This design comes from an exercise in tuning for a short achievable clock period and few clock cycles on the open sky130 flow, not from production work.
In this exercise RTL edits were held to simulation tests only and were not proved equivalent to the original.
Power figures rest on the tool's default switching activity, not on a simulated workload.

## nr_mcu
module nr_mcu(clk, enable, code_addr, code_din, emif_addr, emif_wr_n, emif_rd_n, emif_din, emif_dout);
   input            clk;
   input            enable;
   output [15:0]    code_addr;
   input [39:0]     code_din;
   output [31:0]    emif_addr;
   reg [31:0]       emif_addr;
   output           emif_wr_n;
   reg              emif_wr_n;
   output           emif_rd_n;
   reg              emif_rd_n;
   output [31:0]    emif_din;
   reg [31:0]       emif_din;
   input [31:0]     emif_dout;
   localparam K_READ = 0, K_WRITE = 1, K_IREAD = 2, K_IWRITE = 3, K_SET = 4,
              K_ADD = 5, K_AND = 6, K_OR = 7, K_XOR = 8, K_SHL = 9, K_SHR = 10,
              K_SHL4 = 11, K_SHR4 = 12, K_DELAY = 13;
   localparam NK = 14;
   integer i;
   reg [15:0]       pc_f;
   reg              d_v;
   reg [15:0]       d_pc1;
   reg              sk_v;
   reg [39:0]       sk_w;
   reg [15:0]       sk_pc1;
   reg              halted;
   reg [15:0]       bk1, bk2, bk3, bk4;
   reg              push_p, pop_p;
   reg [15:0]       push_v;
   reg              r_v;
   reg [NK-1:0]     r_k;
   reg [31:0]       r_dat;
   reg              r_datz;
   reg [31:0]       r_sel;           
   reg              r_started;       
   reg              e_v;
   reg [NK-1:0]     e_k;
   reg              e_alu;           
   reg              e_nr0;           
   reg              e_simp;          
   reg              e_acw;           
   reg              e_rds;           
   reg [31:0]       e_dat;
   reg              e_datz;
   reg [31:0]       e_sel;
   reg [31:0]       e_opnd;
   reg [31:0]       R0;
   reg              r0p;              
   reg [31:0]       regs [0:31];
   reg              b_rd, b_wr;
   reg [3:0]        bc;
   reg              f_idle;           
   reg              f_free;           
   reg              f_rdd;            
   reg [31:0]       dly;
   reg              dly0, dly1;       
  ...
Settings: LEC_CHECK=0, ABC_CLOCK_PERIOD_IN_PS=1200, CAP_MARGIN=20, CORE_MARGIN=2, CORE_UTILIZATION=35, SETUP_SLACK_MARGIN=4.8, SLEW_MARGIN=20; clock period 7.0 ns.
run.sh (not shown) runs the stock make flow with config.mk's settings and CLKGATE_MAP_FILE= SYNTH_SCRIPT=/design/flow/synth_recipe.tcl, a recipe that flattens the netlist after the stock synthesis.
Testbench counts at the start, summed over its fixed seeds: cycles 59,949.
Edit:
Settings changed: ABC_CLOCK_PERIOD_IN_PS 1200 to 1500, SETUP_SLACK_MARGIN 4.8 to 4.4.
The changed run completed with no timing, DRC or antenna violations.
Core utilization came out lower by 2.0 points.
Global-route usage came out lower by 1.1 points.
Critical path depth came out higher by 3.
Clock skew came out lower by 6.5 ps.
Setup slack loses 120 ps.
Via count came out lower by 2.5%.
Sequential power hardly moves.
Final area came out lower by 4.5%.

========
nr_mcu, a different RTL version from the one above (not shown whole).
Size in the first run: roughly 4300 cells after synthesis, roughly 1600 flip-flops, about 62000 um2 of cells after synthesis.
Settings: LEC_CHECK=0, ABC_CLOCK_PERIOD_IN_PS=1500, CAP_MARGIN=20, CORE_MARGIN=2, CORE_UTILIZATION=35, CTS_CLUSTER_DIAMETER=60, CTS_CLUSTER_SIZE=20, SETUP_SLACK_MARGIN=4.4, SLEW_MARGIN=20; clock period 7.0 ns.
The starting point finished clean.
Testbench counts at the start, summed over its fixed seeds: cycles 59,949.
Rerun with:
ABC_CLOCK_PERIOD_IN_PS = 1200   (was 1500)
CORE_UTILIZATION = 40   (was 35)
CTS_CLUSTER_DIAMETER = not set   (was 60)
CTS_CLUSTER_SIZE = not set   (was 20)
=> The new run completed with no timing, DRC or antenna violations. Via count rises by 1.7%. Routed wire length went up by 1.1%. Worst hold slack gets worse by 0.013 ns.
Rerun with:
ABC_CLOCK_PERIOD_IN_PS = 1500   (was 1200)
CORE_UTILIZATION = 35   (was 40)
What happened:
- global-route usage went down by 3.8 points
- sequential cell count is unchanged
- total power went up by 0.86%
- final cell count went up by 4.2%
Rerun with:
ABC_CLOCK_PERIOD_IN_PS = 1200   (was 1500)
CORE_UTILIZATION = 40   (was 35)
SETUP_SLACK_MARGIN = 4.6   (was 4.4)
After rerunning:
- The new run completed with no timing, DRC or antenna violations
- non-clock buffer count grows by 15
- power shrinks by 1.7%
- setup slack stays flat
- critical path depth grows by 12

========
Another version of the RTL of nr_mcu (not shown whole).
For scale: roughly 4200 cells after synthesis, roughly 1500 flip-flops, about 160 I/O pins, roughly 61000 µm² of cells after synthesis.
Design nr_mcu, start of the top module:
module nr_mcu(clk, enable, code_addr, code_din, emif_addr, emif_wr_n, emif_rd_n, emif_din, emif_dout);
   input            clk;
   input            enable;
   output [15:0]    code_addr;
   input [39:0]     code_din;
   output [31:0]    emif_addr;
   reg [31:0]       emif_addr;
   output           emif_wr_n;
   reg              emif_wr_n;
   output           emif_rd_n;
   reg              emif_rd_n;
   output [31:0]    emif_din;
   reg [31:0]       emif_din;
   input [31:0]     emif_dout;
   localparam K_READ = 0, K_WRITE = 1, K_IREAD = 2, K_IWRITE = 3, K_SET = 4,
              K_ADD = 5, K_AND = 6, K_OR = 7, K_XOR = 8, K_SHL = 9, K_SHR = 10,
              K_SHL4 = 11, K_SHR4 = 12, K_DELAY = 13;
   localparam NK = 14;
   reg [15:0]       pc_f;
   reg              d_v;
   reg [15:0]       d_pc;
   reg [15:0]       d_pc1;
   reg              hold;
   reg              hold_jcc;
   reg              halted;
   reg [15:0]       bk1, bk2, bk3, bk4;
   reg              push_p, pop_p;
   reg [15:0]       push_v;
   reg              r_v;
   reg [NK-1:0]     r_k;
   reg [31:0]       r_dat;
   reg              r_datz;
   reg [31:0]       r_sel;           
   reg              r_started;
   reg              e_v;
   reg [NK-1:0]     e_k;
   reg [31:0]       e_dat;
   reg              e_datz;
   reg [31:0]       e_sel;
   reg [31:0]       e_opnd;
   reg              e_opz;
   reg              e_started;
   reg [31:0]       R0;
   reg              R0z;              
   reg              r0p;              
   reg [31:0]       regs [0:31];
   reg              b_rd, b_wr;
   reg [3:0]        bc;
   reg              f_idle;           
   reg              f_free;           
   reg              f_rdd;            
   reg              f_free1;          
  ...
make LEC_CHECK=0 ABC_CLOCK_PERIOD_IN_PS=2400 CAP_MARGIN=20 CORE_MARGIN=2 CORE_UTILIZATION=40 SETUP_SLACK_MARGIN=4.6 SLEW_MARGIN=20 finish   # period 7.0 ns
Testbench counts at the start, summed over its fixed seeds: cycles 60,100.
Change:
ABC_CLOCK_PERIOD_IN_PS = 1500   (was 2400)
CORE_UTILIZATION = 35   (was 40)
SETUP_SLACK_MARGIN = 4.4   (was 4.6)
What happened: Setup slack gets better by 67 ps. Critical path depth increases by 1. Maximum frequency increases slightly.

========
RTL: one of the versions met above, not the one the previous note started from.
For scale: about 4300 cells after synthesis, ~1600 flip-flops, about 0.062 mm2 of cells after synthesis.
clock: 7.0 ns
lec_check: 0
abc_clock_period_in_ps: 1500
cap_margin: 20
core_margin: 2
core_utilization: 30
setup_slack_margin: 4.4
slew_margin: 20
Testbench counts at the start, summed over its fixed seeds: cycles 59,949.
Change:
- CORE_UTILIZATION: 30 -> 35
- GPL_ROUTABILITY_DRIVEN: default -> 0
Outcome:
- die area shrinks by 14%
- total power shrinks by 1.6%
- via count decreases by 0.96%
- wire length shrinks by 4.5%
Change:
- CTS_CLUSTER_DIAMETER: default -> 60
- CTS_CLUSTER_SIZE: default -> 20
- GPL_ROUTABILITY_DRIVEN: 0 -> default
- SETUP_SLACK_MARGIN: 4.4 -> 4.6
What happened: Total power decreases by 7.9%. Clock-buffer cell count decreases by 68. Sequential power barely changes. Area after synthesis is unchanged. Routed wire length increases by 1.3%. Clock skew increases by 73 ps. Combinational power barely changes. Cell area decreases by 1.1%. Worst setup slack got worse by 41 ps.
Change:
- CORE_UTILIZATION: 35 -> 40
- SETUP_SLACK_MARGIN: 4.6 -> 4.4
Result:
- sequential cell count does not change
- power hardly moves
- worst hold slack hardly moves
- setup slack is better by 130 ps
- cell area decreases by 2.0%
- synthesized cell count does not change
- synthesized area is unchanged
- sequential share of layout area climbs by 1.2 points
- routed wire length falls by 1.7%
Change:
- CORE_UTILIZATION: 40 -> 35
- CTS_CLUSTER_DIAMETER: 60 -> default
- CTS_CLUSTER_SIZE: 20 -> default
- TNS_END_PERCENT: default -> 20
Cell count is higher by 6.1%.
Core utilization is lower by 5.1 points.
Synthesized area stays the same.
Sequential power stays flat.
Power is higher by 9.0%.
Global-route usage is lower by 3.4 points.
Maximum frequency is lower by 2.5%.
Critical path depth does not change.
Combinational power is lower by about 7%.

========
Starting RTL as in the previous note.
Settings: LEC_CHECK=0, ABC_CLOCK_PERIOD_IN_PS=1000, CAP_MARGIN=20, CORE_MARGIN=2, CORE_UTILIZATION=35, SETUP_SLACK_MARGIN=4.5, SLEW_MARGIN=20; clock period 7.0 ns.
The baseline completed without violations.
Testbench counts at the start, summed over its fixed seeds: cycles 59,949.
Then changed:
- ABC_CLOCK_PERIOD_IN_PS: 1000 -> 1500
- PLACE_DENSITY_LB_ADDON: not set -> 0.1
- SETUP_SLACK_MARGIN: 4.5 -> 4.2
Effect:
- core utilization goes down by 0.26 points
- sequential share of layout area climbs by 0.35 points
- fmax came out higher by 2.6%
- global-route usage grows by 2.4 points
- cell count came out higher by 0.52%

========
Setup of alpha:
nr_mcu, a different RTL version from the one above (not shown whole).
Size: roughly 4000 cells after synthesis, about 1500 flip-flops.
export LEC_CHECK = 0
export ABC_CLOCK_PERIOD_IN_PS = 1500
export CAP_MARGIN = 20
export CORE_MARGIN = 2
export CORE_UTILIZATION = 35
export PLACE_DENSITY = 0.75
export SETUP_SLACK_MARGIN = 4.4
export SLEW_MARGIN = 20
create_clock -name core_clock -period 7.0 [get_ports {clk}]
Testbench counts of alpha, summed over its fixed seeds: cycles 59,949.
The following lists how beta was set up differently from alpha:
- a deleted PLACE_DENSITY that had been 0.75
- a change of SETUP_SLACK_MARGIN from 4.4 to 3.9
- Looking at beta and alpha, the worst hold slack is a wash.
- Row setup slack of the critical path after layout: beta lower / alpha higher
- Compared with alpha, final area in beta decreased by a few percent.
- Relative to alpha, clock skew has gone up in beta.
- beta reports a higher ratio of final minimum period to clock period than alpha does.
- Taking alpha as the reference point, the sequential share of layout area of beta rises by 1.6 points.
Input-level comparison between gamma and beta:
- swapping 3.9 for 4.4 in SETUP_SLACK_MARGIN
==> comparison <==
The worst setup path endpoint comes out pc_f[9] in one run and pc_f[1] in the other, namely in gamma and beta respectively.
From beta to gamma the numbers moved as follows: count of fill cells added during filler insertion moved down, final design instance area without fill higher, final clock period utilization by the worst path grew by 0.20 points.

========
lane 1:
Another version of the RTL of nr_mcu (not shown whole).
Size: ~1,700 flip-flops, roughly 160 I/O pins.
==> flow/design.v (excerpt) <==
module nr_mcu(clk, enable, code_addr, code_din, emif_addr, emif_wr_n, emif_rd_n, emif_din, emif_dout);
make LEC_CHECK=0 ABC_CLOCK_PERIOD_IN_PS=1500 CAP_MARGIN=20 CORE_MARGIN=2 CORE_UTILIZATION=45 SETUP_SLACK_MARGIN=4.4 SLEW_MARGIN=20 finish   # period 7.0 ns
Testbench counts of lane 1, summed over its fixed seeds: cycles 59,949.
Modified inputs, lane 2 compared to lane 1
- CORE_UTILIZATION now 35, was 45
Findings:
Lane 2 vs lane 1 — met3 track demand over resource in global routing dropped 1.3 points. Across both runs, cell count along the critical path was lower for lane 2 than for lane 1. In terms of post-route clock period utilization, lane 2 and lane 1 differ only marginally. Compared with lane 1, lane 2 shows a lower sequential share of layout area. met5 as the uppermost layer routed was reported by lane 2, and met4 by lane 1. Est. power | lane 2 vs lane 1 | lane 2 lower. For highest clock frequency the design can meet, lane 1 and lane 2 come out practically identical. Lane 2 vs lane 1 — horizontal die dimension rose 13%.

========
Another version of the RTL of nr_mcu (not shown whole).
For scale: ~4400 cells after synthesis, about 160 I/O pins, about 0.063 sq mm of cells after synthesis.
clock: 7.0 ns
lec_check: 0
abc_clock_period_in_ps: 1200
cap_margin: 20
core_margin: 2
core_utilization: 40
setup_slack_margin: 4.4
slew_margin: 20
The baseline ran to the end with no violations.
Testbench counts at the start, summed over its fixed seeds: cycles 59,440.
Then changed:
--- a/flow/config.mk
+++ b/flow/config.mk
@@ -7,6 +7,6 @@
 export LEC_CHECK = 0
-export ABC_CLOCK_PERIOD_IN_PS = 1200
+export ABC_CLOCK_PERIOD_IN_PS = 1500
 export CAP_MARGIN = 20
 export CORE_MARGIN = 2
-export CORE_UTILIZATION = 40
+export CORE_UTILIZATION = 35
 export SETUP_SLACK_MARGIN = 4.4
- core utilization fell by 5.7 points
- global-route usage falls by 3.0 points
- worst setup slack gets better by 0.0069 ns
- clock skew drops by 0.018 ns
- area after synthesis does not change
- combinational power hardly moves
- total power increases slightly
- wire length goes up by a few percent
- design area increases slightly
- non-clock buffer count grows by 28

## what the ideal ports hide
How much do the figures lean on ideal ports? The routed layouts below were timed once more, with nothing changed but the port constraints.
Step 1 sets driving cells, clkbuf_16 on the clock port and buf_2 on the other inputs (assumed; they add their load-dependent delay and slew).
Step 2 also shifts input and output timing later by t, the mid clock arrival at the registers, as if the neighbouring blocks saw the same clock.
a / b / c = ideal / step 1 / step 2; a / b = the first two.
run | shift t [ns] | setup slack, ns | pins driven straight from the clock port
the first run of note 1 | 0.891 | 3.807 / 3.807 / 3.052 | 1
the second run of note 1 | 0.871 | 3.686 / 3.686 / 3.100 | 1
the first run of note 2 | 0.826 | 4.028 / 3.948 / 3.334 | 1
the second run of note 2 | 0.875 | 4.024 / 3.946 / 3.283 | 1
the third run of note 2 | 0.869 | 4.013 / 3.930 / 3.346 | 1
the fourth run of note 2 | 0.885 | 4.016 / 3.977 / 3.274 | 1
the first run of note 3 | 0.867 | 3.549 / 3.549 / 2.773 | 1
the second run of note 3 | 0.879 | 3.616 / 3.616 / 2.804 | 1
the first run of note 4 | 0.859 | 3.970 / 3.891 / 3.338 | 1
the second run of note 4 | 0.873 | 4.002 / 3.918 / 3.275 | 1
the third run of note 4 | 0.832 | 3.961 / 3.880 / 3.214 | 1
the fourth run of note 4 | 0.828 | 4.087 / 4.010 / 3.304 | 1
the fifth run of note 4 | 0.859 | 4.011 / 3.931 / 3.351 | 1
the first run of note 5 | 0.878 | 3.979 / 3.901 / 3.293 | 1
the second run of note 5 | 0.889 | 4.055 / 3.975 / 3.232 | 1
alpha | 0.867 | 3.829 / 3.761 / 3.260 | 1
beta | 0.860 | 3.811 / 3.811 / 3.139 | 1
gamma | 0.866 | 3.797 / 3.797 / 3.156 | 1
lane 1 | 0.888 | 4.039 / 4.039 / 3.243 | 1
lane 2 | 0.896 | 4.034 / 4.034 / 3.260 | 1
the first run of note 8 | 0.887 | 3.930 / 3.930 / 3.176 | 1
the second run of note 8 | 0.885 | 3.937 / 3.894 / 3.220 | 1
After both steps every run listed still meets setup and hold. The setup slack of the second run of note 5, which loses most, moves by -0.080 ns with the drivers and by -0.823 ns with both steps.
